Source: an optimization exercise on an open RTL-to-GDS flow (aim: small area and a short achievable clock period). Production flows keep margins and buffers that such runs may drop.
No functional check of the RTL was part of any run shown here.

==> flow/design.v (outline; a module is shown in full before it is edited, if it fits) <==
// module smadd: 35 lines
// module mulmag: 2755 lines
// module fa_cell: 4 lines
// module ha_cell: 4 lines
// module mulsm: 10 lines
// module conv2d_3x3: 96 lines
module conv2d_3x3 #(
    parameter SIZE  = 32 ,
    WEIGHT = 34,
    LENGHT = 302
) (
    input clk,
    input reset_n,
    input load,
    input en,
    input [SIZE-1:0] in,
    input [SIZE-1:0] k1,
    input [SIZE-1:0] k2,
    input [SIZE-1:0] k3,
    input [SIZE-1:0] k4,
    input [SIZE-1:0] k5,
    input [SIZE-1:0] k6,
    input [SIZE-1:0] k7,
    input [SIZE-1:0] k8,
    input [SIZE-1:0] k9,
    output valid_out,
    output[SIZE-1:0] out
);
  // ...
==> flow/flow/run.sh <==
#!/bin/bash
# Standard ORFS layout with timing repair aimed below the design's period
# (repair_timing treats slack under SETUP_SLACK_MARGIN as a violation) and
# plain buffers on the ports.  The SDC is the standard flow's, unchanged.
set -euo pipefail
export SETUP_SLACK_MARGIN=30.6
export BUFFER_PORTS_ARGS="-buffer_cell sky130_fd_sc_hd__buf_4"
bash standard.sh > flow_make.log 2>&1
==> flow/standard.sh <==
#!/bin/bash
# synth_recipe.tcl (not shown) runs the flow's synth.tcl, then flattens the netlist and writes it again
# the make line also repeats each setting of config.mk as NAME=value (left out here)
make -C /OpenROAD-flow-scripts/flow DESIGN_CONFIG=/design/flow/config.mk WORK_HOME=/design/flow/orfs CLKGATE_MAP_FILE= SYNTH_SCRIPT=/design/flow/synth_recipe.tcl "${@:-finish}"
==> flow/config.mk <==
export PLATFORM = sky130hd
export DESIGN_NAME = conv2d_3x3
export DESIGN_NICKNAME = conv2d_3x3
export VERILOG_FILES = /design/flow/design.v
export SDC_FILE = /design/flow/constraint.sdc
export NUM_CORES = 8
export LEC_CHECK = 0
export CAP_MARGIN = 20
export CORE_MARGIN = 2
export CORE_UTILIZATION = 45
export PLACE_DENSITY = 0.55
export SLEW_MARGIN = 20
export SYNTH_HIERARCHICAL = 1
==> flow/constraint.sdc <==
create_clock -name core_clock -period 40.0 [get_ports {clk}]
set_input_delay 8.0000 -clock core_clock [delete_from_list [all_inputs] [get_ports {clk}]]
set_output_delay 8.0000 -clock core_clock [all_outputs]
set_load 0.01 [all_outputs]
==> flow_metrics.py, run 1 <==
metrics = {
    "run_status": {
        "status": "complete, no violations",
    },
    "grt": {
        "grt_first_pass_wirelength_um": 1050000,
        "top_usage_layer": "met2",
        "grt_max_degree": 193,
        "grtUsageMet3": 0.0453,
    },
    "critical_path": {
        "critical_path.slowest_cell": "sky130_fd_sc_hd__edfxtp_1",
        "timing.critical_path.max_delay_family": "flip-flops",
        "critical_path_cell_count": 1,
        "worstSetupEndpoint": "out[6]",
        "arrival_ps": 1720,
        "critPathMaxStageDelay_ps": 540,
        "critPathCaptureType": "output port",
        "path_buf_inv": 1,
    },
    "clocking": {
        "postCtsSetupRepairBufs": 177,
        "cts.hold.buffers_added": 0,
        "clk_pin_slew_worst_setup_hold_paths_ps": 60,
    },
    "placed_design": {
        "placedCellCount": 25900,
    },
    "finish": {
        "largest-register": "chain",
        "largest_register_ffs": 2304,
        "postLayoutCoreUtil": 0.502,
        "clock_tree_area_fraction": 0.0380,
        "area.sequential_um2": 84700,
    },
    "job": {
        "cap_violations": 0,
    },
    "synth": {
        "synth_top_family_by_area": "adder cells",
        "synth_area_leaders": "sky130_fd_sc_hd__fa_1 (39%), sky130_fd_sc_hd__edfxtp_1 (35%), sky130_fd_sc_hd__nand2_1 (8.5%)",
        "synth_area_um2": 241000,
        "synth_common_cells": "sky130_fd_sc_hd__nand2_1 (5,477), sky130_fd_sc_hd__fa_1 (4,648), sky130_fd_sc_hd__edfxtp_1 (2,810)",
        "distinct_cell_type_count_after_synthesis": 85,
    },
    "drt": {
        "detailedRoute.firstIterationViolations": 13000,
        "drcViolationCount": 0,
        "dr_total_vias": 153000,
        "routed_wire_length_per_instance_um": 25.8,
    },
    "floorplan": {
        "io_pins": 357,
    },
    "sta": {
        "pins_over_their_slew_limit": 0,
        "grt_setup_unrepaired": "true",
        "timing.max_slew.rel_slack": 0.272,
        "fin_tns_setup_ps": 0,
    },
}
==> module smadd, before the edit <==
module smadd (input [31:0] x, input [31:0] y, output [31:0] z);
    wire        op = x[31] ^ y[31];
    wire [30:0] a = x[30:0];
    wire [30:0] b = y[30:0] ^ {31{op}};
    wire [30:0] g0 = a & b;
    wire [30:0] p0 = a ^ b;
    wire [30:0] G [0:5];
    wire [30:0] P [0:5];
    assign G[0] = g0;
    assign P[0] = p0;
    genvar l, i;
    generate
        for (l = 0; l < 5; l = l + 1) begin : lv
            for (i = 0; i < 31; i = i + 1) begin : bt
                if ((i >> l) & 1) begin : m
                    localparam integer j = ((i >> l) << l) - 1;
                    assign G[l+1][i] = G[l][i] | (P[l][i] & G[l][j]);
                    assign P[l+1][i] = P[l][i] & P[l][j];
                end else begin : k
                    assign G[l+1][i] = G[l][i];
                    assign P[l+1][i] = P[l][i];
                end
            end
        end
    endgenerate
    wire [30:0] gc = G[5];   
    wire [30:0] pc = P[5];   
    wire [30:0] c0 = {gc[29:0], 1'b0};
    wire [30:0] c1 = {gc[29:0] | pc[29:0], 1'b1};
    wire [30:0] u0 = p0 ^ c0;
    wire [30:0] u1 = p0 ^ c1;
    wire        co = gc[30];           
    assign z[30:0] = ~op ? u0 : (co ? u1 : ~u0);
    assign z[31]   = (op & ~co & ~(&pc)) ? y[31] : x[31];
endmodule
==> module fa_cell, before the edit <==
module fa_cell (input a, input b, input c, output s, output co);
    assign s = a ^ b ^ c;
    assign co = (a & b) | (a & c) | (b & c);
endmodule
==> module conv2d_3x3, before the edit <==
module conv2d_3x3 #(
    parameter SIZE  = 32 ,
    WEIGHT = 34,
    LENGHT = 302
) (
    input clk,
    input reset_n,
    input load,
    input en,
    input [SIZE-1:0] in,
    input [SIZE-1:0] k1,
    input [SIZE-1:0] k2,
    input [SIZE-1:0] k3,
    input [SIZE-1:0] k4,
    input [SIZE-1:0] k5,
    input [SIZE-1:0] k6,
    input [SIZE-1:0] k7,
    input [SIZE-1:0] k8,
    input [SIZE-1:0] k9,
    output valid_out,
    output[SIZE-1:0] out
);
    localparam W = WEIGHT;
    localparam N = 2 * W + 4;    
    reg  [32*N-1:0] chain;
    always @(posedge clk)
        if (load) chain <= {chain[32*(N-1)-1:0], in};
    wire [31:0] c [0:N-1];
    genvar g;
    generate
        for (g = 0; g < N; g = g + 1) begin : cw
            assign c[g] = chain[32*g +: 32];
        end
    endgenerate
    reg [6:0] cnt;
    always @(posedge clk or negedge reset_n)
        if (!reset_n)              cnt <= 7'd0;
        else if (load && cnt != N) cnt <= cnt + 7'd1;
    reg e1, e2, e3, e4, e5;
    always @(posedge clk or negedge reset_n)
        if (!reset_n) {e1, e2, e3, e4, e5} <= 5'b0;
        else if (load) {e1, e2, e3, e4, e5} <= {en, e1, e2, e3, e4};
    reg [24:0] kr1, kr2, kr3, kr4, kr5, kr6, kr7, kr8, kr9;
    always @(posedge clk)
        if (load) begin
            kr1 <= {k1[31], k1[23:0] & {24{cnt >= 2*W+3}}};
            kr2 <= {k2[31], k2[23:0] & {24{cnt >= 2*W+2}}};
            kr3 <= {k3[31], k3[23:0] & {24{cnt >= 2*W+1}}};
            kr4 <= {k4[31], k4[23:0] & {24{cnt >= W+3}}};
            kr5 <= {k5[31], k5[23:0] & {24{cnt >= W+2}}};
            kr6 <= {k6[31], k6[23:0] & {24{cnt >= W+1}}};
            kr7 <= {k7[31], k7[23:0] & {24{cnt >= 3}}};
            kr8 <= {k8[31], k8[23:0] & {24{cnt >= 2}}};
            kr9 <= {k9[31], k9[23:0] & {24{cnt >= 1}}};
        end
    wire [31:0] p1, p2, p3, p4, p5, p6, p7, p8, p9;
    mulsm m1 (.a(c[2*W+3]), .b(kr1), .v(cnt > 2*W+3), .p(p1));
    mulsm m2 (.a(c[2*W+2]), .b(kr2), .v(cnt > 2*W+2), .p(p2));
    mulsm m3 (.a(c[2*W+1]), .b(kr3), .v(cnt > 2*W+1), .p(p3));
    mulsm m4 (.a(c[W+3]),   .b(kr4), .v(cnt > W+3),   .p(p4));
    mulsm m5 (.a(c[W+2]),   .b(kr5), .v(cnt > W+2),   .p(p5));
    mulsm m6 (.a(c[W+1]),   .b(kr6), .v(cnt > W+1),   .p(p6));
    mulsm m7 (.a(c[3]),     .b(kr7), .v(cnt > 3),     .p(p7));
    mulsm m8 (.a(c[2]),     .b(kr8), .v(cnt > 2),     .p(p8));
    wire [31:0] s12, s34, s56, s78;
    smadd a12 (.x(p1), .y(p2), .z(s12));
    smadd a34 (.x(p3), .y(p4), .z(s34));
    smadd a56 (.x(p5), .y(p6), .z(s56));
    smadd a78 (.x(p7), .y(p8), .z(s78));
    reg [31:0] r12, r34, r56, r78;
    reg [24:0] kd9;
    always @(posedge clk)
        if (load) begin
            r12 <= s12; r34 <= s34; r56 <= s56; r78 <= s78; kd9 <= kr9;
        end
    wire [31:0] s1234, s5678, s18;
    smadd a1234 (.x(r12), .y(r34), .z(s1234));
    smadd a5678 (.x(r56), .y(r78), .z(s5678));
    smadd a18   (.x(s1234), .y(s5678), .z(s18));
    mulsm m9 (.a(c[2]), .b(kd9), .v(cnt > 2), .p(p9));
    reg [31:0] r18, rp9;
    always @(posedge clk)
        if (load) begin
            r18 <= s18; rp9 <= p9;
        end
    wire [31:0] sall;
    smadd a19 (.x(r18), .y(rp9), .z(sall));
    reg [31:0] r19;
    always @(posedge clk)
        if (load) r19 <= sall;
    reg [31:0] r_out;
    always @(posedge clk)
        if (load) r_out <= r19;
    assign out       = r_out;
    assign valid_out = e5;
endmodule
==> inputs of run 2 (changes only) <==
--- a/flow/design.v
+++ b/flow/design.v
@@ -4,43 +4,830 @@
 `timescale 1ns / 1ps
 `timescale 1ns / 1ps
-module smadd (input [31:0] x, input [31:0] y, output [31:0] z);
-    wire        op = x[31] ^ y[31];
-    wire [30:0] a = x[30:0];
-    wire [30:0] b = y[30:0] ^ {31{op}};
-    wire [30:0] g0 = a & b;
-    wire [30:0] p0 = a ^ b;
-    wire [30:0] G [0:5];
-    wire [30:0] P [0:5];
-    assign G[0] = g0;
-    assign P[0] = p0;
-    genvar l, i;
-    generate
-        for (l = 0; l < 5; l = l + 1) begin : lv
-            for (i = 0; i < 31; i = i + 1) begin : bt
-                if ((i >> l) & 1) begin : m
-                    localparam integer j = ((i >> l) << l) - 1;
-                    assign G[l+1][i] = G[l][i] | (P[l][i] & G[l][j]);
-                    assign P[l+1][i] = P[l][i] & P[l][j];
-                end else begin : k
-                    assign G[l+1][i] = G[l][i];
-                    assign P[l+1][i] = P[l][i];
-                end
-            end
-        end
-    endgenerate
-    wire [30:0] gc = G[5];   
-    wire [30:0] pc = P[5];   
-    wire [30:0] c0 = {gc[29:0], 1'b0};
-    wire [30:0] c1 = {gc[29:0] | pc[29:0], 1'b1};
-    wire [30:0] u0 = p0 ^ c0;
-    wire [30:0] u1 = p0 ^ c1;
-    wire        co = gc[30];           
-    assign z[30:0] = ~op ? u0 : (co ? u1 : ~u0);
-    assign z[31]   = (op & ~co & ~(&pc)) ? y[31] : x[31];
+module csa4 (input [30:0] r0, input [30:0] r1, input [30:0] r2, input [30:0] r3, input ci, output [31:0] sa, output [31:0] sb);
+    wire s1;
+    wire c2;
+    wire s3;
+    wire c4;
+    wire s5;
+    wire c6;
+    wire s7;
+    wire c8;
+    wire s9;
+    wire c10;
+    wire s11;
+    wire c12;
+    wire s13;
+    wire c14;
+    wire s15;
+    wire c16;
+    wire s17;
+    wire c18;
+    wire s19;
+    wire c20;
+    wire s21;
+    wire c22;
+    wire s23;
+    wire c24;
+    wire s25;
+    wire c26;
+    wire s27;
+    wire c28;
+    wire s29;
+    wire c30;
+    wire s31;
+    wire c32;
+    wire s33;
+    wire c34;
+    wire s35;
+    wire c36;
+    wire s37;
+    wire c38;
+    wire s39;
+    wire c40;
+    wire s41;
+    wire c42;
+    wire s43;
+    wire c44;
+    wire s45;
+    wire c46;
+    wire s47;
+    wire c48;
+    wire s49;
+    wire c50;
+    wire s51;
+    wire c52;
+    wire s53;
+    wire c54;
+    wire s55;
+    wire c56;
+    wire s57;
+    wire c58;
+    wire s59;
+    wire c60;
+    wire s61;
+    wire c62;
+    wire s63;
+    wire c64;
+    wire s65;
+    wire c66;
+    wire s67;
+    wire c68;
+    wire s69;
+    wire c70;
+    wire s71;
+    wire c72;
+    wire s73;
+    wire c74;
+    wire s75;
+    wire c76;
+    wire s77;
+    wire c78;
+    wire s79;
+    wire c80;
+    wire s81;
+    wire c82;
+    wire s83;
+    wire c84;
+    wire s85;
+    wire c86;
+    wire s87;
+    wire c88;
+    wire s89;
+    wire c90;
+    wire s91;
+    wire c92;
+    wire s93;
+    wire c94;
+    wire s95;
+    wire c96;
+    wire s97;
+    wire c98;
+    wire s99;
+    wire c100;
+    wire s101;
+    wire c102;
+    wire s103;
+    wire c104;
+    wire s105;
+    wire c106;
+    wire s107;
+    wire c108;
+    wire s109;
+    wire c110;
+    wire s111;
+    wire c112;
+    wire s113;
+    wire c114;
+    wire s115;
+    wire c116;
+    wire s117;
+    wire c118;
+    wire s119;
+    wire c120;
+    wire s121;
+    wire c122;
+    wire s123;
+    wire c124;
+    wire s125;
+    wire c126;
+    wire s127;
+    wire c128;
+    wire s129;
+    wire c130;
+    wire s131;
+    wire c132;
+    wire s133;
+    wire c134;
+    wire s135;
+    wire c136;
+    wire s137;
+    wire c138;
+    wire s139;
+    wire c140;
+    wire s141;
+    wire c142;
+    wire s143;
+    wire c144;
+    wire s145;
+    wire c146;
+    wire s147;
+    wire c148;
+    wire s149;
+    wire c150;
+    wire s151;
+    wire c152;
+    wire s153;
+    wire c154;
+    wire s155;
+    wire c156;
+    wire s157;
+    wire c158;
+    wire s159;
+    wire c160;
+    wire s161;
+    wire c162;
+    wire s163;
+    wire c164;
+    wire s165;
+    wire c166;
+    wire s167;
+    wire c168;
+    wire s169;
+    wire c170;
+    wire s171;
+    wire c172;
+    wire s173;
+    wire c174;
+    wire s175;
+    wire c176;
+    wire s177;
+    wire c178;
+    wire s179;
+    wire c180;
+    wire s181;
+    wire c182;
+    wire s183;
+    wire c184;
+    wire s185;
+    wire c186;
+    wire s187;
+    wire c188;
+    assign s1 = ~(r0[0] ^ r1[0]);
+    assign c2 = r0[0] | r1[0];
+    assign s3 = ~(r0[1] ^ r1[1]);
+    assign c4 = r0[1] | r1[1];
+    assign s5 = ~(r0[2] ^ r1[2]);
+    assign c6 = r0[2] | r1[2];
+    assign s7 = ~(r0[3] ^ r1[3]);
+    assign c8 = r0[3] | r1[3];
+    assign s9 = ~(r0[4] ^ r1[4]);
+    assign c10 = r0[4] | r1[4];
+    assign s11 = ~(r0[5] ^ r1[5]);
+    assign c12 = r0[5] | r1[5];
+    assign s13 = ~(r0[6] ^ r1[6]);
+    assign c14 = r0[6] | r1[6];
+    assign s15 = ~(r0[7] ^ r1[7]);
+    assign c16 = r0[7] | r1[7];
+    assign s17 = ~(r0[8] ^ r1[8]);
+    assign c18 = r0[8] | r1[8];
+    assign s19 = ~(r0[9] ^ r1[9]);
+    assign c20 = r0[9] | r1[9];
+    assign s21 = ~(r0[10] ^ r1[10]);
+    assign c22 = r0[10] | r1[10];
+    assign s23 = ~(r0[11] ^ r1[11]);
+    assign c24 = r0[11] | r1[11];
+    assign s25 = ~(r0[12] ^ r1[12]);
+    assign c26 = r0[12] | r1[12];
+    assign s27 = ~(r0[13] ^ r1[13]);
+    assign c28 = r0[13] | r1[13];
+    assign s29 = ~(r0[14] ^ r1[14]);
+    assign c30 = r0[14] | r1[14];
+    assign s31 = ~(r0[15] ^ r1[15]);
+    assign c32 = r0[15] | r1[15];
+    assign s33 = ~(r0[16] ^ r1[16]);
+    assign c34 = r0[16] | r1[16];
+    assign s35 = ~(r0[17] ^ r1[17]);
+    assign c36 = r0[17] | r1[17];
+    assign s37 = ~(r0[18] ^ r1[18]);
+    assign c38 = r0[18] | r1[18];
+    assign s39 = ~(r0[19] ^ r1[19]);
+    assign c40 = r0[19] | r1[19];
+    assign s41 = ~(r0[20] ^ r1[20]);
+    assign c42 = r0[20] | r1[20];
+    assign s43 = ~(r0[21] ^ r1[21]);
+    assign c44 = r0[21] | r1[21];
+    assign s45 = ~(r0[22] ^ r1[22]);
+    assign c46 = r0[22] | r1[22];
+    assign s47 = ~(r0[23] ^ r1[23]);
+    assign c48 = r0[23] | r1[23];
+    assign s49 = ~(r0[24] ^ r1[24]);
+    assign c50 = r0[24] | r1[24];
+    assign s51 = ~(r0[25] ^ r1[25]);
+    assign c52 = r0[25] | r1[25];
+    assign s53 = ~(r0[26] ^ r1[26]);
+    assign c54 = r0[26] | r1[26];
+    assign s55 = ~(r0[27] ^ r1[27]);
+    assign c56 = r0[27] | r1[27];
+    assign s57 = ~(r0[28] ^ r1[28]);
+    assign c58 = r0[28] | r1[28];
+    assign s59 = ~(r0[29] ^ r1[29]);
+    assign c60 = r0[29] | r1[29];
+    assign s61 = ~(r0[30] ^ r1[30]);
+    assign c62 = r0[30] | r1[30];
+    assign s63 = ~(s1 ^ r2[0]);
+    assign c64 = s1 | r2[0];
+    fa_cell us65 (.a(c2), .b(s3), .c(r2[1]), .s(s65), .co(c66));
+    fa_cell us67 (.a(c4), .b(s5), .c(r2[2]), .s(s67), .co(c68));
+    fa_cell us69 (.a(c6), .b(s7), .c(r2[3]), .s(s69), .co(c70));
+    fa_cell us71 (.a(c8), .b(s9), .c(r2[4]), .s(s71), .co(c72));
+    fa_cell us73 (.a(c10), .b(s11), .c(r2[5]), .s(s73), .co(c74));
+    fa_cell us75 (.a(c12), .b(s13), .c(r2[6]), .s(s75), .co(c76));
+    fa_cell us77 (.a(c14), .b(s15), .c(r2[7]), .s(s77), .co(c78));
+    fa_cell us79 (.a(c16), .b(s17), .c(r2[8]), .s(s79), .co(c80));
+    fa_cell us81 (.a(c18), .b(s19), .c(r2[9]), .s(s81), .co(c82));
+    fa_cell us83 (.a(c20), .b(s21), .c(r2[10]), .s(s83), .co(c84));
+    fa_cell us85 (.a(c22), .b(s23), .c(r2[11]), .s(s85), .co(c86));
+    fa_cell us87 (.a(c24), .b(s25), .c(r2[12]), .s(s87), .co(c88));
+    fa_cell us89 (.a(c26), .b(s27), .c(r2[13]), .s(s89), .co(c90));
+    fa_cell us91 (.a(c28), .b(s29), .c(r2[14]), .s(s91), .co(c92));
+    fa_cell us93 (.a(c30), .b(s31), .c(r2[15]), .s(s93), .co(c94));
+    fa_cell us95 (.a(c32), .b(s33), .c(r2[16]), .s(s95), .co(c96));
+    fa_cell us97 (.a(c34), .b(s35), .c(r2[17]), .s(s97), .co(c98));
+    fa_cell us99 (.a(c36), .b(s37), .c(r2[18]), .s(s99), .co(c100));
+    fa_cell us101 (.a(c38), .b(s39), .c(r2[19]), .s(s101), .co(c102));
+    fa_cell us103 (.a(c40), .b(s41), .c(r2[20]), .s(s103), .co(c104));
+    fa_cell us105 (.a(c42), .b(s43), .c(r2[21]), .s(s105), .co(c106));
+    fa_cell us107 (.a(c44), .b(s45), .c(r2[22]), .s(s107), .co(c108));
+    fa_cell us109 (.a(c46), .b(s47), .c(r2[23]), .s(s109), .co(c110));
+    fa_cell us111 (.a(c48), .b(s49), .c(r2[24]), .s(s111), .co(c112));
+    fa_cell us113 (.a(c50), .b(s51), .c(r2[25]), .s(s113), .co(c114));
+    fa_cell us115 (.a(c52), .b(s53), .c(r2[26]), .s(s115), .co(c116));
+    fa_cell us117 (.a(c54), .b(s55), .c(r2[27]), .s(s117), .co(c118));
+    fa_cell us119 (.a(c56), .b(s57), .c(r2[28]), .s(s119), .co(c120));
+    fa_cell us121 (.a(c58), .b(s59), .c(r2[29]), .s(s121), .co(c122));
+    fa_cell us123 (.a(c60), .b(s61), .c(r2[30]), .s(s123), .co(c124));
+    assign s125 = ~(s63 ^ r3[0]);
+    assign c126 = s63 | r3[0];
+    fa_cell us127 (.a(c64), .b(s65), .c(r3[1]), .s(s127), .co(c128));
+    fa_cell us129 (.a(c66), .b(s67), .c(r3[2]), .s(s129), .co(c130));
+    fa_cell us131 (.a(c68), .b(s69), .c(r3[3]), .s(s131), .co(c132));
+    fa_cell us133 (.a(c70), .b(s71), .c(r3[4]), .s(s133), .co(c134));
+    fa_cell us135 (.a(c72), .b(s73), .c(r3[5]), .s(s135), .co(c136));
+    fa_cell us137 (.a(c74), .b(s75), .c(r3[6]), .s(s137), .co(c138));
+    fa_cell us139 (.a(c76), .b(s77), .c(r3[7]), .s(s139), .co(c140));
+    fa_cell us141 (.a(c78), .b(s79), .c(r3[8]), .s(s141), .co(c142));
+    fa_cell us143 (.a(c80), .b(s81), .c(r3[9]), .s(s143), .co(c144));
+    fa_cell us145 (.a(c82), .b(s83), .c(r3[10]), .s(s145), .co(c146));
+    fa_cell us147 (.a(c84), .b(s85), .c(r3[11]), .s(s147), .co(c148));
+    fa_cell us149 (.a(c86), .b(s87), .c(r3[12]), .s(s149), .co(c150));
+    fa_cell us151 (.a(c88), .b(s89), .c(r3[13]), .s(s151), .co(c152));
+    fa_cell us153 (.a(c90), .b(s91), .c(r3[14]), .s(s153), .co(c154));
+    fa_cell us155 (.a(c92), .b(s93), .c(r3[15]), .s(s155), .co(c156));
+    fa_cell us157 (.a(c94), .b(s95), .c(r3[16]), .s(s157), .co(c158));
+    fa_cell us159 (.a(c96), .b(s97), .c(r3[17]), .s(s159), .co(c160));
+    fa_cell us161 (.a(c98), .b(s99), .c(r3[18]), .s(s161), .co(c162));
+    fa_cell us163 (.a(c100), .b(s101), .c(r3[19]), .s(s163), .co(c164));
+    fa_cell us165 (.a(c102), .b(s103), .c(r3[20]), .s(s165), .co(c166));
+    fa_cell us167 (.a(c104), .b(s105), .c(r3[21]), .s(s167), .co(c168));
+    fa_cell us169 (.a(c106), .b(s107), .c(r3[22]), .s(s169), .co(c170));
+    fa_cell us171 (.a(c108), .b(s109), .c(r3[23]), .s(s171), .co(c172));
+    fa_cell us173 (.a(c110), .b(s111), .c(r3[24]), .s(s173), .co(c174));
+    fa_cell us175 (.a(c112), .b(s113), .c(r3[25]), .s(s175), .co(c176));
+    fa_cell us177 (.a(c114), .b(s115), .c(r3[26]), .s(s177), .co(c178));
+    fa_cell us179 (.a(c116), .b(s117), .c(r3[27]), .s(s179), .co(c180));
+    fa_cell us181 (.a(c118), .b(s119), .c(r3[28]), .s(s181), .co(c182));
+    fa_cell us183 (.a(c120), .b(s121), .c(r3[29]), .s(s183), .co(c184));
+    fa_cell us185 (.a(c122), .b(s123), .c(r3[30]), .s(s185), .co(c186));
+    assign s187 = ~(c124 ^ c62);
+    assign c188 = c124 | c62;
+    assign sa = {c186, c184, c182, c180, c178, c176, c174, c172, c170, c168, c166, c164, c162, c160, c158, c156, c154, c152, c150, c148, c146, c144, c142, c140, c138, c136, c134, c132, c130, c128, c126, s125};
+    assign sb = {s187, s185, s183, s181, s179, s177, s175, s173, s171, s169, s167, s165, s163, s161, s159, s157, s155, s153, s151, s149, s147, s145, s143, s141, s139, s137, s135, s133, s131, s129, s127, ci};
+endmodule
+module csa3 (input [30:0] r0, input [30:0] r1, input [30:0] r2, input ci, output [31:0] sa, output [31:0] sb);
+    wire s1;
+    wire c2;
+    wire s3;
+    wire c4;
+    wire s5;
+    wire c6;
+    wire s7;
+    wire c8;
+    wire s9;
+    wire c10;
+    wire s11;
+    wire c12;
+    wire s13;
+    wire c14;
+    wire s15;
+    wire c16;
+    wire s17;
+    wire c18;
+    wire s19;
+    wire c20;
+    wire s21;
+    wire c22;
+    wire s23;
+    wire c24;
+    wire s25;
+    wire c26;
+    wire s27;
+    wire c28;
+    wire s29;
+    wire c30;
+    wire s31;
+    wire c32;
+    wire s33;
+    wire c34;
+    wire s35;
+    wire c36;
+    wire s37;
+    wire c38;
+    wire s39;
+    wire c40;
+    wire s41;
+    wire c42;
+    wire s43;
+    wire c44;
+    wire s45;
+    wire c46;
+    wire s47;
+    wire c48;
+    wire s49;
+    wire c50;
+    wire s51;
+    wire c52;
+    wire s53;
+    wire c54;
+    wire s55;
+    wire c56;
+    wire s57;
+    wire c58;
+    wire s59;
+    wire c60;
+    wire s61;
+    wire c62;
+    wire s63;
+    wire c64;
+    wire s65;
+    wire c66;
+    wire s67;
+    wire c68;
+    wire s69;
+    wire c70;
+    wire s71;
+    wire c72;
+    wire s73;
+    wire c74;
+    wire s75;
+    wire c76;
+    wire s77;
+    wire c78;
+    wire s79;
+    wire c80;
+    wire s81;
+    wire c82;
+    wire s83;
+    wire c84;
+    wire s85;
+    wire c86;
+    wire s87;
+    wire c88;
+    wire s89;
+    wire c90;
+    wire s91;
+    wire c92;
+    wire s93;
+    wire c94;
+    wire s95;
+    wire c96;
+    wire s97;
+    wire c98;
+    wire s99;
+    wire c100;
+    wire s101;
+    wire c102;
+    wire s103;
+    wire c104;
+    wire s105;
+    wire c106;
+    wire s107;
+    wire c108;
+    wire s109;
+    wire c110;
+    wire s111;
+    wire c112;
+    wire s113;
+    wire c114;
+    wire s115;
+    wire c116;
+    wire s117;
+    wire c118;
+    wire s119;
+    wire c120;
+    wire s121;
+    wire c122;
+    wire s123;
+    wire c124;
+    assign s1 = ~(r0[0] ^ r1[0]);
+    assign c2 = r0[0] | r1[0];
+    assign s3 = ~(r0[1] ^ r1[1]);
+    assign c4 = r0[1] | r1[1];
+    assign s5 = ~(r0[2] ^ r1[2]);
+    assign c6 = r0[2] | r1[2];
+    assign s7 = ~(r0[3] ^ r1[3]);
+    assign c8 = r0[3] | r1[3];
+    assign s9 = ~(r0[4] ^ r1[4]);
+    assign c10 = r0[4] | r1[4];
+    assign s11 = ~(r0[5] ^ r1[5]);
+    assign c12 = r0[5] | r1[5];
+    assign s13 = ~(r0[6] ^ r1[6]);
+    assign c14 = r0[6] | r1[6];
+    assign s15 = ~(r0[7] ^ r1[7]);
+    assign c16 = r0[7] | r1[7];
+    assign s17 = ~(r0[8] ^ r1[8]);
+    assign c18 = r0[8] | r1[8];
+    assign s19 = ~(r0[9] ^ r1[9]);
+    assign c20 = r0[9] | r1[9];
+    assign s21 = ~(r0[10] ^ r1[10]);
+    assign c22 = r0[10] | r1[10];
+    assign s23 = ~(r0[11] ^ r1[11]);
+    assign c24 = r0[11] | r1[11];
+    assign s25 = ~(r0[12] ^ r1[12]);
+    assign c26 = r0[12] | r1[12];
+    assign s27 = ~(r0[13] ^ r1[13]);
+    assign c28 = r0[13] | r1[13];
+    assign s29 = ~(r0[14] ^ r1[14]);
+    assign c30 = r0[14] | r1[14];
+    assign s31 = ~(r0[15] ^ r1[15]);
+    assign c32 = r0[15] | r1[15];
+    assign s33 = ~(r0[16] ^ r1[16]);
+    assign c34 = r0[16] | r1[16];
+    assign s35 = ~(r0[17] ^ r1[17]);
+    assign c36 = r0[17] | r1[17];
+    assign s37 = ~(r0[18] ^ r1[18]);
+    assign c38 = r0[18] | r1[18];
+    assign s39 = ~(r0[19] ^ r1[19]);
+    assign c40 = r0[19] | r1[19];
+    assign s41 = ~(r0[20] ^ r1[20]);
+    assign c42 = r0[20] | r1[20];
+    assign s43 = ~(r0[21] ^ r1[21]);
+    assign c44 = r0[21] | r1[21];
+    assign s45 = ~(r0[22] ^ r1[22]);
+    assign c46 = r0[22] | r1[22];
+    assign s47 = ~(r0[23] ^ r1[23]);
+    assign c48 = r0[23] | r1[23];
+    assign s49 = ~(r0[24] ^ r1[24]);
+    assign c50 = r0[24] | r1[24];
+    assign s51 = ~(r0[25] ^ r1[25]);
+    assign c52 = r0[25] | r1[25];
+    assign s53 = ~(r0[26] ^ r1[26]);
+    assign c54 = r0[26] | r1[26];
+    assign s55 = ~(r0[27] ^ r1[27]);
+    assign c56 = r0[27] | r1[27];
+    assign s57 = ~(r0[28] ^ r1[28]);
+    assign c58 = r0[28] | r1[28];
+    assign s59 = ~(r0[29] ^ r1[29]);
+    assign c60 = r0[29] | r1[29];
+    assign s61 = ~(r0[30] ^ r1[30]);
+    assign c62 = r0[30] | r1[30];
+    assign s63 = ~(s1 ^ r2[0]);
+    assign c64 = s1 | r2[0];
+    fa_cell us65 (.a(c2), .b(s3), .c(r2[1]), .s(s65), .co(c66));
+    fa_cell us67 (.a(c4), .b(s5), .c(r2[2]), .s(s67), .co(c68));
+    fa_cell us69 (.a(c6), .b(s7), .c(r2[3]), .s(s69), .co(c70));
+    fa_cell us71 (.a(c8), .b(s9), .c(r2[4]), .s(s71), .co(c72));
+    fa_cell us73 (.a(c10), .b(s11), .c(r2[5]), .s(s73), .co(c74));
+    fa_cell us75 (.a(c12), .b(s13), .c(r2[6]), .s(s75), .co(c76));
+    fa_cell us77 (.a(c14), .b(s15), .c(r2[7]), .s(s77), .co(c78));
+    fa_cell us79 (.a(c16), .b(s17), .c(r2[8]), .s(s79), .co(c80));
+    fa_cell us81 (.a(c18), .b(s19), .c(r2[9]), .s(s81), .co(c82));
+    fa_cell us83 (.a(c20), .b(s21), .c(r2[10]), .s(s83), .co(c84));
+    fa_cell us85 (.a(c22), .b(s23), .c(r2[11]), .s(s85), .co(c86));
+    fa_cell us87 (.a(c24), .b(s25), .c(r2[12]), .s(s87), .co(c88));
+    fa_cell us89 (.a(c26), .b(s27), .c(r2[13]), .s(s89), .co(c90));
+    fa_cell us91 (.a(c28), .b(s29), .c(r2[14]), .s(s91), .co(c92));
+    fa_cell us93 (.a(c30), .b(s31), .c(r2[15]), .s(s93), .co(c94));
+    fa_cell us95 (.a(c32), .b(s33), .c(r2[16]), .s(s95), .co(c96));
+    fa_cell us97 (.a(c34), .b(s35), .c(r2[17]), .s(s97), .co(c98));
+    fa_cell us99 (.a(c36), .b(s37), .c(r2[18]), .s(s99), .co(c100));
+    fa_cell us101 (.a(c38), .b(s39), .c(r2[19]), .s(s101), .co(c102));
+    fa_cell us103 (.a(c40), .b(s41), .c(r2[20]), .s(s103), .co(c104));
+    fa_cell us105 (.a(c42), .b(s43), .c(r2[21]), .s(s105), .co(c106));
+    fa_cell us107 (.a(c44), .b(s45), .c(r2[22]), .s(s107), .co(c108));
+    fa_cell us109 (.a(c46), .b(s47), .c(r2[23]), .s(s109), .co(c110));
+    fa_cell us111 (.a(c48), .b(s49), .c(r2[24]), .s(s111), .co(c112));
+    fa_cell us113 (.a(c50), .b(s51), .c(r2[25]), .s(s113), .co(c114));
+    fa_cell us115 (.a(c52), .b(s53), .c(r2[26]), .s(s115), .co(c116));
+    fa_cell us117 (.a(c54), .b(s55), .c(r2[27]), .s(s117), .co(c118));
+    fa_cell us119 (.a(c56), .b(s57), .c(r2[28]), .s(s119), .co(c120));
+    fa_cell us121 (.a(c58), .b(s59), .c(r2[29]), .s(s121), .co(c122));
+    fa_cell us123 (.a(c60), .b(s61), .c(r2[30]), .s(s123), .co(c124));
+    assign sa = {c124, c122, c120, c118, c116, c114, c112, c110, c108, c106, c104, c102, c100, c98, c96, c94, c92, c90, c88, c86, c84, c82, c80, c78, c76, c74, c72, c70, c68, c66, c64, s63};
+    assign sb = {c62, s123, s121, s119, s117, s115, s113, s111, s109, s107, s105, s103, s101, s99, s97, s95, s93, s91, s89, s87, s85, s83, s81, s79, s77, s75, s73, s71, s69, s67, s65, ci};
+endmodule
+module cadd32 (input [31:0] a, input [31:0] b, output [31:0] s0, output [31:0] s1, output co0, output co1);
+    wire [31:0] g = a & b;
+    wire [31:0] p = a ^ b;
+    wire G1_1 = g[1] | (p[1] & g[0]);
+    wire P1_1 = p[1] & p[0];
+    wire G3_2 = g[3] | (p[3] & g[2]);
+    wire P3_2 = p[3] & p[2];
+    wire G5_3 = g[5] | (p[5] & g[4]);
+    wire P5_3 = p[5] & p[4];
+    wire G7_4 = g[7] | (p[7] & g[6]);
+    wire P7_4 = p[7] & p[6];
+    wire G9_5 = g[9] | (p[9] & g[8]);
+    wire P9_5 = p[9] & p[8];
+    wire G11_6 = g[11] | (p[11] & g[10]);
+    wire P11_6 = p[11] & p[10];
+    wire G13_7 = g[13] | (p[13] & g[12]);
+    wire P13_7 = p[13] & p[12];
+    wire G15_8 = g[15] | (p[15] & g[14]);
+    wire P15_8 = p[15] & p[14];
+    wire G17_9 = g[17] | (p[17] & g[16]);
+    wire P17_9 = p[17] & p[16];
+    wire G19_10 = g[19] | (p[19] & g[18]);
+    wire P19_10 = p[19] & p[18];
+    wire G21_11 = g[21] | (p[21] & g[20]);
+    wire P21_11 = p[21] & p[20];
+    wire G23_12 = g[23] | (p[23] & g[22]);
+    wire P23_12 = p[23] & p[22];
+    wire G25_13 = g[25] | (p[25] & g[24]);
+    wire P25_13 = p[25] & p[24];
+    wire G27_14 = g[27] | (p[27] & g[26]);
+    wire P27_14 = p[27] & p[26];
+    wire G29_15 = g[29] | (p[29] & g[28]);
+    wire P29_15 = p[29] & p[28];
+    wire G31_16 = g[31] | (p[31] & g[30]);
+    wire P31_16 = p[31] & p[30];
+    wire G2_17 = g[2] | (p[2] & G1_1);
+    wire P2_17 = p[2] & P1_1;
+    wire G3_18 = G3_2 | (P3_2 & G1_1);
+    wire P3_18 = P3_2 & P1_1;
+    wire G6_19 = g[6] | (p[6] & G5_3);
+    wire P6_19 = p[6] & P5_3;
+    wire G7_20 = G7_4 | (P7_4 & G5_3);
+    wire P7_20 = P7_4 & P5_3;
+    wire G10_21 = g[10] | (p[10] & G9_5);
+    wire P10_21 = p[10] & P9_5;
+    wire G11_22 = G11_6 | (P11_6 & G9_5);
+    wire P11_22 = P11_6 & P9_5;
+    wire G14_23 = g[14] | (p[14] & G13_7);
+    wire P14_23 = p[14] & P13_7;
+    wire G15_24 = G15_8 | (P15_8 & G13_7);
+    wire P15_24 = P15_8 & P13_7;
+    wire G18_25 = g[18] | (p[18] & G17_9);
+    wire P18_25 = p[18] & P17_9;
+    wire G19_26 = G19_10 | (P19_10 & G17_9);
+    wire P19_26 = P19_10 & P17_9;
+    wire G22_27 = g[22] | (p[22] & G21_11);
+    wire P22_27 = p[22] & P21_11;
+    wire G23_28 = G23_12 | (P23_12 & G21_11);
+    wire P23_28 = P23_12 & P21_11;
+    wire G26_29 = g[26] | (p[26] & G25_13);
+    wire P26_29 = p[26] & P25_13;
+    wire G27_30 = G27_14 | (P27_14 & G25_13);
+    wire P27_30 = P27_14 & P25_13;
+    wire G30_31 = g[30] | (p[30] & G29_15);
+    wire P30_31 = p[30] & P29_15;
+    wire G31_32 = G31_16 | (P31_16 & G29_15);
+    wire P31_32 = P31_16 & P29_15;
+    wire G4_33 = g[4] | (p[4] & G3_18);
+    wire P4_33 = p[4] & P3_18;
+    wire G5_34 = G5_3 | (P5_3 & G3_18);
+    wire P5_34 = P5_3 & P3_18;
+    wire G6_35 = G6_19 | (P6_19 & G3_18);
+    wire P6_35 = P6_19 & P3_18;
+    wire G7_36 = G7_20 | (P7_20 & G3_18);
+    wire P7_36 = P7_20 & P3_18;
+    wire G12_37 = g[12] | (p[12] & G11_22);
+    wire P12_37 = p[12] & P11_22;
+    wire G13_38 = G13_7 | (P13_7 & G11_22);
+    wire P13_38 = P13_7 & P11_22;
+    wire G14_39 = G14_23 | (P14_23 & G11_22);
+    wire P14_39 = P14_23 & P11_22;
+    wire G15_40 = G15_24 | (P15_24 & G11_22);
+    wire P15_40 = P15_24 & P11_22;
+    wire G20_41 = g[20] | (p[20] & G19_26);
+    wire P20_41 = p[20] & P19_26;
+    wire G21_42 = G21_11 | (P21_11 & G19_26);
+    wire P21_42 = P21_11 & P19_26;
+    wire G22_43 = G22_27 | (P22_27 & G19_26);
+    wire P22_43 = P22_27 & P19_26;
+    wire G23_44 = G23_28 | (P23_28 & G19_26);
+    wire P23_44 = P23_28 & P19_26;
+    wire G28_45 = g[28] | (p[28] & G27_30);
+    wire P28_45 = p[28] & P27_30;
+    wire G29_46 = G29_15 | (P29_15 & G27_30);
+    wire P29_46 = P29_15 & P27_30;
+    wire G30_47 = G30_31 | (P30_31 & G27_30);
+    wire P30_47 = P30_31 & P27_30;
+    wire G31_48 = G31_32 | (P31_32 & G27_30);
+    wire P31_48 = P31_32 & P27_30;
+    wire G8_49 = g[8] | (p[8] & G7_36);
+    wire P8_49 = p[8] & P7_36;
+    wire G9_50 = G9_5 | (P9_5 & G7_36);
+    wire P9_50 = P9_5 & P7_36;
+    wire G10_51 = G10_21 | (P10_21 & G7_36);
+    wire P10_51 = P10_21 & P7_36;
+    wire G11_52 = G11_22 | (P11_22 & G7_36);
+    wire P11_52 = P11_22 & P7_36;
+    wire G12_53 = G12_37 | (P12_37 & G7_36);
+    wire P12_53 = P12_37 & P7_36;
+    wire G13_54 = G13_38 | (P13_38 & G7_36);
+    wire P13_54 = P13_38 & P7_36;
+    wire G14_55 = G14_39 | (P14_39 & G7_36);
+    wire P14_55 = P14_39 & P7_36;
+    wire G15_56 = G15_40 | (P15_40 & G7_36);
+    wire P15_56 = P15_40 & P7_36;
+    wire G24_57 = g[24] | (p[24] & G23_44);
+    wire P24_57 = p[24] & P23_44;
+    wire G25_58 = G25_13 | (P25_13 & G23_44);
+    wire P25_58 = P25_13 & P23_44;
+    wire G26_59 = G26_29 | (P26_29 & G23_44);
+    wire P26_59 = P26_29 & P23_44;
+    wire G27_60 = G27_30 | (P27_30 & G23_44);
+    wire P27_60 = P27_30 & P23_44;
+    wire G28_61 = G28_45 | (P28_45 & G23_44);
+    wire P28_61 = P28_45 & P23_44;
+    wire G29_62 = G29_46 | (P29_46 & G23_44);
+    wire P29_62 = P29_46 & P23_44;
+    wire G30_63 = G30_47 | (P30_47 & G23_44);
+    wire P30_63 = P30_47 & P23_44;
+    wire G31_64 = G31_48 | (P31_48 & G23_44);
+    wire P31_64 = P31_48 & P23_44;
+    wire G16_65 = g[16] | (p[16] & G15_56);
+    wire P16_65 = p[16] & P15_56;
+    wire G17_66 = G17_9 | (P17_9 & G15_56);
+    wire P17_66 = P17_9 & P15_56;
+    wire G18_67 = G18_25 | (P18_25 & G15_56);
+    wire P18_67 = P18_25 & P15_56;
+    wire G19_68 = G19_26 | (P19_26 & G15_56);
+    wire P19_68 = P19_26 & P15_56;
+    wire G20_69 = G20_41 | (P20_41 & G15_56);
+    wire P20_69 = P20_41 & P15_56;
+    wire G21_70 = G21_42 | (P21_42 & G15_56);
+    wire P21_70 = P21_42 & P15_56;
+    wire G22_71 = G22_43 | (P22_43 & G15_56);
+    wire P22_71 = P22_43 & P15_56;
+    wire G23_72 = G23_44 | (P23_44 & G15_56);
+    wire P23_72 = P23_44 & P15_56;
+    wire G24_73 = G24_57 | (P24_57 & G15_56);
+    wire P24_73 = P24_57 & P15_56;
+    wire G25_74 = G25_58 | (P25_58 & G15_56);
+    wire P25_74 = P25_58 & P15_56;
+    wire G26_75 = G26_59 | (P26_59 & G15_56);
+    wire P26_75 = P26_59 & P15_56;
+    wire G27_76 = G27_60 | (P27_60 & G15_56);
+    wire P27_76 = P27_60 & P15_56;
+    wire G28_77 = G28_61 | (P28_61 & G15_56);
+    wire P28_77 = P28_61 & P15_56;
+    wire G29_78 = G29_62 | (P29_62 & G15_56);
+    wire P29_78 = P29_62 & P15_56;
+    wire G30_79 = G30_63 | (P30_63 & G15_56);
+    wire P30_79 = P30_63 & P15_56;
+    wire G31_80 = G31_64 | (P31_64 & G15_56);
+    wire P31_80 = P31_64 & P15_56;
+    assign s0 = p ^ {G30_79, G29_78, G28_77, G27_76, G26_75, G25_74, G24_73, G23_72, G22_71, G21_70, G20_69, G19_68, G18_67, G17_66, G16_65, G15_56, G14_55, G13_54, G12_53, G11_52, G10_51, G9_50, G8_49, G7_36, G6_35, G5_34, G4_33, G3_18, G2_17, G1_1, g[0], 1'b0};
+    assign s1 = p ^ {(G30_79 | P30_79), (G29_78 | P29_78), (G28_77 | P28_77), (G27_76 | P27_76), (G26_75 | P26_75), (G25_74 | P25_74), (G24_73 | P24_73), (G23_72 | P23_72), (G22_71 | P22_71), (G21_70 | P21_70), (G20_69 | P20_69), (G19_68 | P19_68), (G18_67 | P18_67), (G17_66 | P17_66), (G16_65 | P16_65), (G15_56 | P15_56), (G14_55 | P14_55), (G13_54 | P13_54), (G12_53 | P12_53), (G11_52 | P11_52), (G10_51 | P10_51), (G9_50 | P9_50), (G8_49 | P8_49), (G7_36 | P7_36), (G6_35 | P6_35), (G5_34 | P5_34), (G4_33 | P4_33), (G3_18 | P3_18), (G2_17 | P2_17), (G1_1 | P1_1), (g[0] | p[0]), 1'b1};
+    assign co0 = G31_80;
+    assign co1 = G31_80 | P31_80;
+endmodule
+module cadd31 (input [30:0] a, input [30:0] b, output [30:0] s0, output [30:0] s1, output co0, output co1);
+    wire [30:0] g = a & b;
+    wire [30:0] p = a ^ b;
+    wire G1_1 = g[1] | (p[1] & g[0]);
+    wire P1_1 = p[1] & p[0];
+    wire G3_2 = g[3] | (p[3] & g[2]);
+    wire P3_2 = p[3] & p[2];
+    wire G5_3 = g[5] | (p[5] & g[4]);
+    wire P5_3 = p[5] & p[4];
+    wire G7_4 = g[7] | (p[7] & g[6]);
+    wire P7_4 = p[7] & p[6];
+    wire G9_5 = g[9] | (p[9] & g[8]);
+    wire P9_5 = p[9] & p[8];
+    wire G11_6 = g[11] | (p[11] & g[10]);
+    wire P11_6 = p[11] & p[10];
+    wire G13_7 = g[13] | (p[13] & g[12]);
+    wire P13_7 = p[13] & p[12];
+    wire G15_8 = g[15] | (p[15] & g[14]);
+    wire P15_8 = p[15] & p[14];
+    wire G17_9 = g[17] | (p[17] & g[16]);
+    wire P17_9 = p[17] & p[16];
+    wire G19_10 = g[19] | (p[19] & g[18]);
+    wire P19_10 = p[19] & p[18];
+    wire G21_11 = g[21] | (p[21] & g[20]);
+    wire P21_11 = p[21] & p[20];
+    wire G23_12 = g[23] | (p[23] & g[22]);
+    wire P23_12 = p[23] & p[22];
+    wire G25_13 = g[25] | (p[25] & g[24]);
+    wire P25_13 = p[25] & p[24];
+    wire G27_14 = g[27] | (p[27] & g[26]);
+    wire P27_14 = p[27] & p[26];
+    wire G29_15 = g[29] | (p[29] & g[28]);
+    wire P29_15 = p[29] & p[28];
+    wire G3_16 = G3_2 | (P3_2 & G1_1);
+    wire P3_16 = P3_2 & P1_1;
+    wire G7_17 = G7_4 | (P7_4 & G5_3);
+    wire P7_17 = P7_4 & P5_3;
+    wire G11_18 = G11_6 | (P11_6 & G9_5);
+    wire P11_18 = P11_6 & P9_5;
+    wire G15_19 = G15_8 | (P15_8 & G13_7);
+    wire P15_19 = P15_8 & P13_7;
+    wire G19_20 = G19_10 | (P19_10 & G17_9);
+    wire P19_20 = P19_10 & P17_9;
+    wire G23_21 = G23_12 | (P23_12 & G21_11);
+    wire P23_21 = P23_12 & P21_11;
+    wire G27_22 = G27_14 | (P27_14 & G25_13);
+    wire P27_22 = P27_14 & P25_13;
+    wire G7_23 = G7_17 | (P7_17 & G3_16);
+    wire P7_23 = P7_17 & P3_16;
+    wire G15_24 = G15_19 | (P15_19 & G11_18);
+    wire P15_24 = P15_19 & P11_18;
+    wire G23_25 = G23_21 | (P23_21 & G19_20);
+    wire P23_25 = P23_21 & P19_20;
+    wire G15_26 = G15_24 | (P15_24 & G7_23);
+    wire P15_26 = P15_24 & P7_23;
+    wire G2_27 = g[2] | (p[2] & G1_1);
+    wire P2_27 = p[2] & P1_1;
+    wire G4_28 = g[4] | (p[4] & G3_16);
+    wire P4_28 = p[4] & P3_16;
+    wire G5_29 = G5_3 | (P5_3 & G3_16);
+    wire P5_29 = P5_3 & P3_16;
+    wire G6_30 = g[6] | (p[6] & G5_29);
+    wire P6_30 = p[6] & P5_29;
+    wire G8_31 = g[8] | (p[8] & G7_23);
+    wire P8_31 = p[8] & P7_23;
+    wire G9_32 = G9_5 | (P9_5 & G7_23);
+    wire P9_32 = P9_5 & P7_23;
+    wire G10_33 = g[10] | (p[10] & G9_32);
+    wire P10_33 = p[10] & P9_32;
+    wire G11_34 = G11_18 | (P11_18 & G7_23);
+    wire P11_34 = P11_18 & P7_23;
+    wire G12_35 = g[12] | (p[12] & G11_34);
+    wire P12_35 = p[12] & P11_34;
+    wire G13_36 = G13_7 | (P13_7 & G11_34);
+    wire P13_36 = P13_7 & P11_34;
+    wire G14_37 = g[14] | (p[14] & G13_36);
+    wire P14_37 = p[14] & P13_36;
+    wire G16_38 = g[16] | (p[16] & G15_26);
+    wire P16_38 = p[16] & P15_26;
+    wire G17_39 = G17_9 | (P17_9 & G15_26);
+    wire P17_39 = P17_9 & P15_26;
+    wire G18_40 = g[18] | (p[18] & G17_39);
+    wire P18_40 = p[18] & P17_39;
+    wire G19_41 = G19_20 | (P19_20 & G15_26);
+    wire P19_41 = P19_20 & P15_26;
+    wire G20_42 = g[20] | (p[20] & G19_41);
+    wire P20_42 = p[20] & P19_41;
+    wire G21_43 = G21_11 | (P21_11 & G19_41);
+    wire P21_43 = P21_11 & P19_41;
+    wire G22_44 = g[22] | (p[22] & G21_43);
+    wire P22_44 = p[22] & P21_43;
+    wire G23_45 = G23_25 | (P23_25 & G15_26);
+    wire P23_45 = P23_25 & P15_26;
+    wire G24_46 = g[24] | (p[24] & G23_45);
+    wire P24_46 = p[24] & P23_45;
+    wire G25_47 = G25_13 | (P25_13 & G23_45);
+    wire P25_47 = P25_13 & P23_45;
+    wire G26_48 = g[26] | (p[26] & G25_47);
+    wire P26_48 = p[26] & P25_47;
+    wire G27_49 = G27_22 | (P27_22 & G23_45);
+    wire P27_49 = P27_22 & P23_45;
+    wire G28_50 = g[28] | (p[28] & G27_49);
+    wire P28_50 = p[28] & P27_49;
+    wire G29_51 = G29_15 | (P29_15 & G27_49);
+    wire P29_51 = P29_15 & P27_49;
+    wire G30_52 = g[30] | (p[30] & G29_51);
+    wire P30_52 = p[30] & P29_51;
+    assign s0 = p ^ {G29_51, G28_50, G27_49, G26_48, G25_47, G24_46, G23_45, G22_44, G21_43, G20_42, G19_41, G18_40, G17_39, G16_38, G15_26, G14_37, G13_36, G12_35, G11_34, G10_33, G9_32, G8_31, G7_23, G6_30, G5_29, G4_28, G3_16, G2_27, G1_1, g[0], 1'b0};
+    assign s1 = p ^ {(G29_51 | P29_51), (G28_50 | P28_50), (G27_49 | P27_49), (G26_48 | P26_48), (G25_47 | P25_47), (G24_46 | P24_46), (G23_45 | P23_45), (G22_44 | P22_44), (G21_43 | P21_43), (G20_42 | P20_42), (G19_41 | P19_41), (G18_40 | P18_40), (G17_39 | P17_39), (G16_38 | P16_38), (G15_26 | P15_26), (G14_37 | P14_37), (G13_36 | P13_36), (G12_35 | P12_35), (G11_34 | P11_34), (G10_33 | P10_33), (G9_32 | P9_32), (G8_31 | P8_31), (G7_23 | P7_23), (G6_30 | P6_30), (G5_29 | P5_29), (G4_28 | P4_28), (G3_16 | P3_16), (G2_27 | P2_27), (G1_1 | P1_1), (g[0] | p[0]), 1'b1};
+    assign co0 = G30_52;
+    assign co1 = G30_52 | P30_52;
 endmodule
 `timescale 1ns / 1ps
 `timescale 1ns / 1ps
 `timescale 1ns / 1ps
-module mulmag (input [30:0] a, input [23:0] b, output [30:0] p);
+module mul_rows (input [30:0] a, input [23:0] b, output [30:0] ra, output [30:0] rb);
     wire pp1;
     wire pp2;
@@ -2792,30 +3579,62 @@
     fa_cell us1627 (.a(c1564), .b(s1565), .c(s1501), .s(s1627), .co(c1628));
     fa_cell us1629 (.a(c1566), .b(s1567), .c(s1505), .s(s1629), .co(c1630));
-    wire [30:0] ra = {c1628, c1626, c1624, c1622, c1620, c1618, c1616, c1614, c1612, c1610, c1608, c1606, c1604, c1602, c1600, c1598, c1596, c1594, c1592, c1590, c1588, c1586, c1584, c1582, c1580, c1578, c1576, c1574, c1572, c1570, s1569};
-    wire [30:0] rb = {s1629, s1627, s1625, s1623, s1621, s1619, s1617, s1615, s1613, s1611, s1609, s1607, s1605, s1603, s1601, s1599, s1597, s1595, s1593, s1591, s1589, s1587, s1585, s1583, s1581, s1579, s1577, s1575, s1573, s1571, pp361};
-    wire [30:0] sn = ra + rb + 31'd1;
-    assign p = ~sn;
+    assign ra = {c1628, c1626, c1624, c1622, c1620, c1618, c1616, c1614, c1612, c1610, c1608, c1606, c1604, c1602, c1600, c1598, c1596, c1594, c1592, c1590, c1588, c1586, c1584, c1582, c1580, c1578, c1576, c1574, c1572, c1570, s1569};
+    assign rb = {s1629, s1627, s1625, s1623, s1621, s1619, s1617, s1615, s1613, s1611, s1609, s1607, s1605, s1603, s1601, s1599, s1597, s1595, s1593, s1591, s1589, s1587, s1585, s1583, s1581, s1579, s1577, s1575, s1573, s1571, pp361};
 endmodule
 module fa_cell (input a, input b, input c, output s, output co);
-    assign s = a ^ b ^ c;
+    assign s  = a ^ b ^ c;
     assign co = (a & b) | (a & c) | (b & c);
 endmodule
-module ha_cell (input a, input b, output s, output co);
-    assign s = a ^ b;
-    assign co = a & b;
-endmodule
 `timescale 1ns / 1ps
 `timescale 1ns / 1ps
-`timescale 1ns / 1ps
-module mulsm (
-    input  [31:0] a,
-    input  [24:0] b,
-    input         v,
-    output [31:0] p
+module wrap31 (input [30:0] ra, input [30:0] rb, output c);
+    wire [31:0] t = {1'b0, ra} + {1'b0, rb} + 32'd1;
+    assign c = ~t[31];
+endmodule
+module pair_add (
+    input  [30:0] ra1, input [30:0] rb1, input s1,
+    input  [30:0] ra2, input [30:0] rb2, input s2,
+    output [31:0] z
+);
+    wire        op = s1 ^ s2;
+    wire [31:0] sa, sb, h0, h1;
+    wire        c1, c2, u0, u1;
+    csa4 cs (.r0(ra1), .r1(rb1), .r2(ra2 ^ {31{op}}), .r3(rb2 ^ {31{op}}), .ci(~op), .sa(sa), .sb(sb));
+    cadd32 ad (.a(sa), .b(sb), .s0(h0), .s1(h1), .co0(u0), .co1(u1));
+    wrap31 w1 (.ra(ra1), .rb(rb1), .c(c1));
+    wrap31 w2 (.ra(ra2), .rb(rb2), .c(c2));
+    wire        neg = op & (~h0[31] ^ c1 ^ c2);
+    assign z[30:0] = ~op ? ~h1[30:0] : (neg ? h1[30:0] : ~h0[30:0]);
+    assign z[31]   = neg ? s2 : s1;
+endmodule
+module p9_add (
+    input  [30:0] xi, input sx,
+    input  [30:0] ra, input [30:0] rb, input s9,
+    output [31:0] z
 );
-    wire [30:0] m;
-    mulmag u (.a(a[30:0]), .b(b[23:0]), .p(m));
-    assign p = {(a[31] & v) ^ b[24], m};
+    wire        op = sx ^ s9;
+    wire [31:0] sa, sb, h0, h1;
+    wire        c9, u0, u1;
+    csa3 cs (.r0(xi), .r1(ra ^ {31{op}}), .r2(rb ^ {31{op}}), .ci(~op), .sa(sa), .sb(sb));
+    cadd32 ad (.a(sa), .b(sb), .s0(h0), .s1(h1), .co0(u0), .co1(u1));
+    wrap31 w9 (.ra(ra), .rb(rb), .c(c9));
+    wire        neg = op & (~h0[31] ^ c9);
+    assign z[30:0] = ~op ? ~h1[30:0] : (neg ? h1[30:0] : ~h0[30:0]);
+    assign z[31]   = neg ? s9 : sx;
 endmodule
+module smadd #(parameter INV = 0) (
+    input  [31:0] x,
+    input  [31:0] y,
+    output [31:0] z
+);
+    wire        op = x[31] ^ y[31];
+    wire [30:0] u0, u1;
+    wire        c0, ge;
+    cadd31 ad (.a(x[30:0]), .b(y[30:0] ^ {31{op}}), .s0(u0), .s1(u1), .co0(c0), .co1(ge));
+    wire [30:0] m = ~op ? u0 : (ge ? u1 : ~u0);
+    assign z[30:0] = INV ? ~m : m;
+    assign z[31]   = (op & ~ge) ? y[31] : x[31];
+endmodule
+`timescale 1ns / 1ps
 module conv2d_3x3 #(
     parameter SIZE  = 32 ,
@@ -2873,18 +3692,27 @@
             kr9 <= {k9[31], k9[23:0] & {24{cnt >= 1}}};
         end
-    wire [31:0] p1, p2, p3, p4, p5, p6, p7, p8, p9;
-    mulsm m1 (.a(c[2*W+3]), .b(kr1), .v(cnt > 2*W+3), .p(p1));
-    mulsm m2 (.a(c[2*W+2]), .b(kr2), .v(cnt > 2*W+2), .p(p2));
-    mulsm m3 (.a(c[2*W+1]), .b(kr3), .v(cnt > 2*W+1), .p(p3));
-    mulsm m4 (.a(c[W+3]),   .b(kr4), .v(cnt > W+3),   .p(p4));
-    mulsm m5 (.a(c[W+2]),   .b(kr5), .v(cnt > W+2),   .p(p5));
-    mulsm m6 (.a(c[W+1]),   .b(kr6), .v(cnt > W+1),   .p(p6));
-    mulsm m7 (.a(c[3]),     .b(kr7), .v(cnt > 3),     .p(p7));
-    mulsm m8 (.a(c[2]),     .b(kr8), .v(cnt > 2),     .p(p8));
+    wire [30:0] ra1, rb1, ra2, rb2, ra3, rb3, ra4, rb4;
+    wire [30:0] ra5, rb5, ra6, rb6, ra7, rb7, ra8, rb8, ra9, rb9;
+    mul_rows m1 (.a(c[2*W+3][30:0]), .b(kr1[23:0]), .ra(ra1), .rb(rb1));
+    mul_rows m2 (.a(c[2*W+2][30:0]), .b(kr2[23:0]), .ra(ra2), .rb(rb2));
+    mul_rows m3 (.a(c[2*W+1][30:0]), .b(kr3[23:0]), .ra(ra3), .rb(rb3));
+    mul_rows m4 (.a(c[W+3][30:0]),   .b(kr4[23:0]), .ra(ra4), .rb(rb4));
+    mul_rows m5 (.a(c[W+2][30:0]),   .b(kr5[23:0]), .ra(ra5), .rb(rb5));
+    mul_rows m6 (.a(c[W+1][30:0]),   .b(kr6[23:0]), .ra(ra6), .rb(rb6));
+    mul_rows m7 (.a(c[3][30:0]),     .b(kr7[23:0]), .ra(ra7), .rb(rb7));
+    mul_rows m8 (.a(c[2][30:0]),     .b(kr8[23:0]), .ra(ra8), .rb(rb8));
+    wire sg1 = kr1[24] ^ (c[2*W+3][31] & (cnt > 2*W+3));
+    wire sg2 = kr2[24] ^ (c[2*W+2][31] & (cnt > 2*W+2));
+    wire sg3 = kr3[24] ^ (c[2*W+1][31] & (cnt > 2*W+1));
+    wire sg4 = kr4[24] ^ (c[W+3][31]   & (cnt > W+3));
+    wire sg5 = kr5[24] ^ (c[W+2][31]   & (cnt > W+2));
+    wire sg6 = kr6[24] ^ (c[W+1][31]   & (cnt > W+1));
+    wire sg7 = kr7[24] ^ (c[3][31]     & (cnt > 3));
+    wire sg8 = kr8[24] ^ (c[2][31]     & (cnt > 2));
     wire [31:0] s12, s34, s56, s78;
-    smadd a12 (.x(p1), .y(p2), .z(s12));
-    smadd a34 (.x(p3), .y(p4), .z(s34));
-    smadd a56 (.x(p5), .y(p6), .z(s56));
-    smadd a78 (.x(p7), .y(p8), .z(s78));
+    pair_add a12 (.ra1(ra1), .rb1(rb1), .s1(sg1), .ra2(ra2), .rb2(rb2), .s2(sg2), .z(s12));
+    pair_add a34 (.ra1(ra3), .rb1(rb3), .s1(sg3), .ra2(ra4), .rb2(rb4), .s2(sg4), .z(s34));
+    pair_add a56 (.ra1(ra5), .rb1(rb5), .s1(sg5), .ra2(ra6), .rb2(rb6), .s2(sg6), .z(s56));
+    pair_add a78 (.ra1(ra7), .rb1(rb7), .s1(sg7), .ra2(ra8), .rb2(rb8), .s2(sg8), .z(s78));
     reg [31:0] r12, r34, r56, r78;
     reg [24:0] kd9;
@@ -2894,15 +3722,17 @@
         end
     wire [31:0] s1234, s5678, s18;
-    smadd a1234 (.x(r12), .y(r34), .z(s1234));
-    smadd a5678 (.x(r56), .y(r78), .z(s5678));
-    smadd a18   (.x(s1234), .y(s5678), .z(s18));
-    mulsm m9 (.a(c[2]), .b(kd9), .v(cnt > 2), .p(p9));
-    reg [31:0] r18, rp9;
+    smadd           a1234 (.x(r12), .y(r34), .z(s1234));
+    smadd           a5678 (.x(r56), .y(r78), .z(s5678));
+    smadd #(.INV(1)) a18  (.x(s1234), .y(s5678), .z(s18));    
+    reg [31:0] r18;
+    reg [24:0] kdd9;
     always @(posedge clk)
         if (load) begin
-            r18 <= s18; rp9 <= p9;
+            r18 <= s18; kdd9 <= kd9;
         end
+    mul_rows m9 (.a(c[3][30:0]), .b(kdd9[23:0]), .ra(ra9), .rb(rb9));
+    wire sg9 = kdd9[24] ^ (c[3][31] & (cnt > 3));
     wire [31:0] sall;
-    smadd a19 (.x(r18), .y(rp9), .z(sall));
+    p9_add a19 (.xi(r18[30:0]), .sx(r18[31]), .ra(ra9), .rb(rb9), .s9(sg9), .z(sall));
     reg [31:0] r19;
     always @(posedge clk)
==> run 2 against run 1 <==
Effect of this change: register-to-register slack about the same; first-iteration DRC count up 1.2%; synthesized area up 7.2%; cell count up 2.8%; core utilization down 2.6 points; non-clock buffer count down 71; worst setup slack better by 81 ps.
==> flow_metrics.py, run 2 <==
metrics = {
    "drt": {
        "drcViolationCount": 0,
        "first_pass_iters": 6,
        "drt-vias-per-instance": 5.56,
        "dr_total_vias": 153000,
        "detailedRoute.firstIterationViolations": 13100,
        "totalWireLength_um": 692000,
        "routed_wire_length_per_instance_um": 25.1,
        "drt.antenna.violating_nets": 0,
    },
    "sta": {
        "setup_viol": 0,
        "hold_viol_final": 0,
        "timing_worst_slew_pin_value_ps": 1220,
        "grt_setup_unrepaired": "true",
        "fin_tns_setup_ps": 0,
        "post-route-period-util": 0.241,
        "whs_ps": 360,
        "pins_over_their_slew_limit": 0,
        "fin_crit_ps": 9640,
        "timing.max_slew.rel_slack": 0.187,
        "largest_clock_skew_in_the_final_design_ps": 122,
        "max_clock_freq_mhz": 104,
    },
    "grt": {
        "grt.met2_usage": 0.388,
        "grt_first_pass_wirelength_um": 1050000,
        "vias_in_the_first_global_route": 168000,
        "grtUsageMet3": 0.0494,
        "top_usage_layer": "met2",
        "grt_antenna_before_repair": 16,
        "grt_remaining_overflow": 0,
        "global_route.usage.met1": 0.321,
        "groute.usage.overall": 0.240,
        "grt_max_degree": 190,
    },
    "clocking": {
        "ctsLongestPathBuffers": 4,
        "clock_tree.root_cell": "sky130_fd_sc_hd__clkbuf_16",
        "cts_inserted_buffers": 305,
        "cts_max_level": 5,
        "cts.sinks": 2815,
        "clock_latency_of_the_later_clocked_register_in_the_worst_skew_pair_ps": 1000,
        "cts_tree": "done",
        "clk_pin_slew_worst_setup_hold_paths_ps": 60,
        "cts.hold.buffers_added": 0,
    },
    "synth": {
        "synth_warnings": 7,
        "synth_area_um2": 259000,
        "synthesis.area_per_instance_um2": 12.5,
        "syn_inst": 20700,
        "mappedNetlistNets": 26800,
    },
    "critical_path": {
        "r2r_cells": 24,
        "critical_path.slowest_cell": "sky130_fd_sc_hd__edfxtp_1",
        "critical_path.startpoint_type": "flop",
        "critPathCaptureType": "output port",
        "reg2reg_from": "chain[2227]$_DFFE_PP_",
        "worstPathRequired_ps": 32000,
        "path_buf_inv": 1,
        "critPathMaxStageDelay_ps": 470,
        "rrSetupSlack_ps": 30750,
        "reg2reg_to": "r34[27]$_DFFE_PP_",
        "timing.critical_path.max_delay_family": "flip-flops",
        "path_class": "flop to output port",
        "arrival_ps": 1640,
        "critical_path.cell_chain": "buf_6",
        "crit_path_max_fanout": 1,
    },
    "worst_hold_path": {
        "holdPathEnd": "chain[1025]$_DFFE_PP_",
        "worst_hold_path_type": "flop to flop",
        "holdPathStages": 0,
        "hp-start": "chain[993]$_DFFE_PP_",
    },
    "floorplan": {
        "initial_util": 0.452,
        "floorplan.die_area_um2": 581000,
        "dieHeight_um": 762,
        "floorplan.core_area_um2": 573000,
        "io_pins": 357,
        "std_cell_rows": 278,
        "die_width_um": 762,
    },
    "placed_design": {
        "gp_routability_congestion": 0.890,
        "place_area_um2": 258000,
        "numPortBuffers": 293,
        "dp.final_hpwl_um": 468000,
    },
    "finish": {
        "layout_commonest_cell": "sky130_fd_sc_hd__nand2_1",
        "num-fill-cells": 50500,
        "final_cell_mix": "sky130_fd_sc_hd__nand2_1 (5,253), sky130_fd_sc_hd__fa_1 (4,931), sky130_fd_sc_hd__edfxtp_1 (2,803)",
        "number_of_nets_in_the_layout": 25900,
        "areaGrowthSynthToFinish_pct": 5.47,
        "largest-register": "chain",
        "final_layout_size_suffix_gt1_frac": 0.0866,
        "largest_register_ffs": 2304,
        "final_cell_area_um2": 273000,
    },
    "run_status": {
        "status": "complete, no violations",
    },
    "job": {
        "cap_violations": 0,
    },
}
-- run 2: final cells by class --
class	count	area, um2	share of cell area
flip-flops and latches	2815	84500	0.309
repair buffers	964	10700	0.0393
well taps	7560	9460	0.0347
multi-input cells	14700	155000	0.567
inverters	991	3730	0.0137
diodes	10	25.0	0.0000917
clock inverters	184	1890	0.00693
clock buffers	366	7950	0.0291
-- run 2: what timing repair did --
| action | CTS | global route |
|---|---|---|
| pin swaps | 5 | 13 |
| buffers inserted | 126 | 85 |
| endpoints found under the setup margin | 2314 | 846 |
| cloned | 31 | 17 |
| gates resized for setup | 217 | 192 |
-- run 2: metrics by stage --
stage | std cells | setup slack [ps] | utilization
6_report | 27600 | 30360 | 0.476
4_1_cts | 27500 | 30190 | 0.473
5_1_grt | 27600 | 30250 | 0.476
2_1_floorplan | 20700 | 31170 | -
3_5_place_dp | 26800 | 24430 | 0.450
3_3_place_gp | 26800 | 24540 | 0.450
-- run 2: how the worst max path moves through the flow --
stage	cells past startpoint	end	startpoint	slack, ps
after floorplan	3	cnt[1]$_DFFE_PN0P_	load	31170
after global placement	9	chain[2216]$_DFFE_PP_	load	24540
after detailed placement	9	chain[2155]$_DFFE_PP_	load	24430
after CTS	1	out[4]	r_out[4]$_DFFE_PP_	30190
after global routing	1	out[4]	r_out[4]$_DFFE_PP_	30250
final	1	out[4]	r_out[4]$_DFFE_PP_	30360
-- run 2: layer usage --
metal | share of wire | up-vias
li1 | - | 64000
met1 | 0.40 | 80700
met2 | 0.47 | 7170
met3 | 0.089 | 1577
met4 | 0.044 | 6
met5 | 0.000046 | -
-- run 2: worst reg2reg max path: cells and delay by family (launching register included) --
family          cells  cell delay, ps
fa+ha+maj          11            5300
compound gates      4            1400
buf+inv             4             750
xor+xnor            2             570
simple gates        3             550
flops               1             370

re-timing with driven ports:
Ports are ideal in the flow. The routed layouts listed here were re-timed in OpenROAD.
Step 1: set_driving_cell puts a clkbuf_16 on clk and a buf_2 on each other input, an assumption about the parent block.
Step 2 adds t to the input delays and takes it off the output delays; t is the mean of the earliest and latest rising clock arrival at the registers after step 1. Input paths then give back, and output paths get back, about the clock's delay inside the block.
Three values: ideal ports, drivers, drivers and shift; two values: the first two.
| run | shift t [ns] | setup WS [ns] | hold WS [ns] | slew at the worst register clock pin (ns) | cell pins on the clock port's net |
|---|---|---|---|---|---|
| run 1 | 1.083 | 30.282 / 30.161 / 29.325 | 0.347 / 0.347 / 0.347 | 0.08 / 0.08 | 1 |
| run 2 | 1.068 | 30.363 / 30.232 / 29.216 | 0.360 / 0.360 / 0.360 | 0.07 / 0.07 | 1 |
After both steps every run listed still meets setup and hold. For run 2, which loses most, drivers alone change the setup slack by -0.131 ns; drivers and shift together by -1.147 ns.
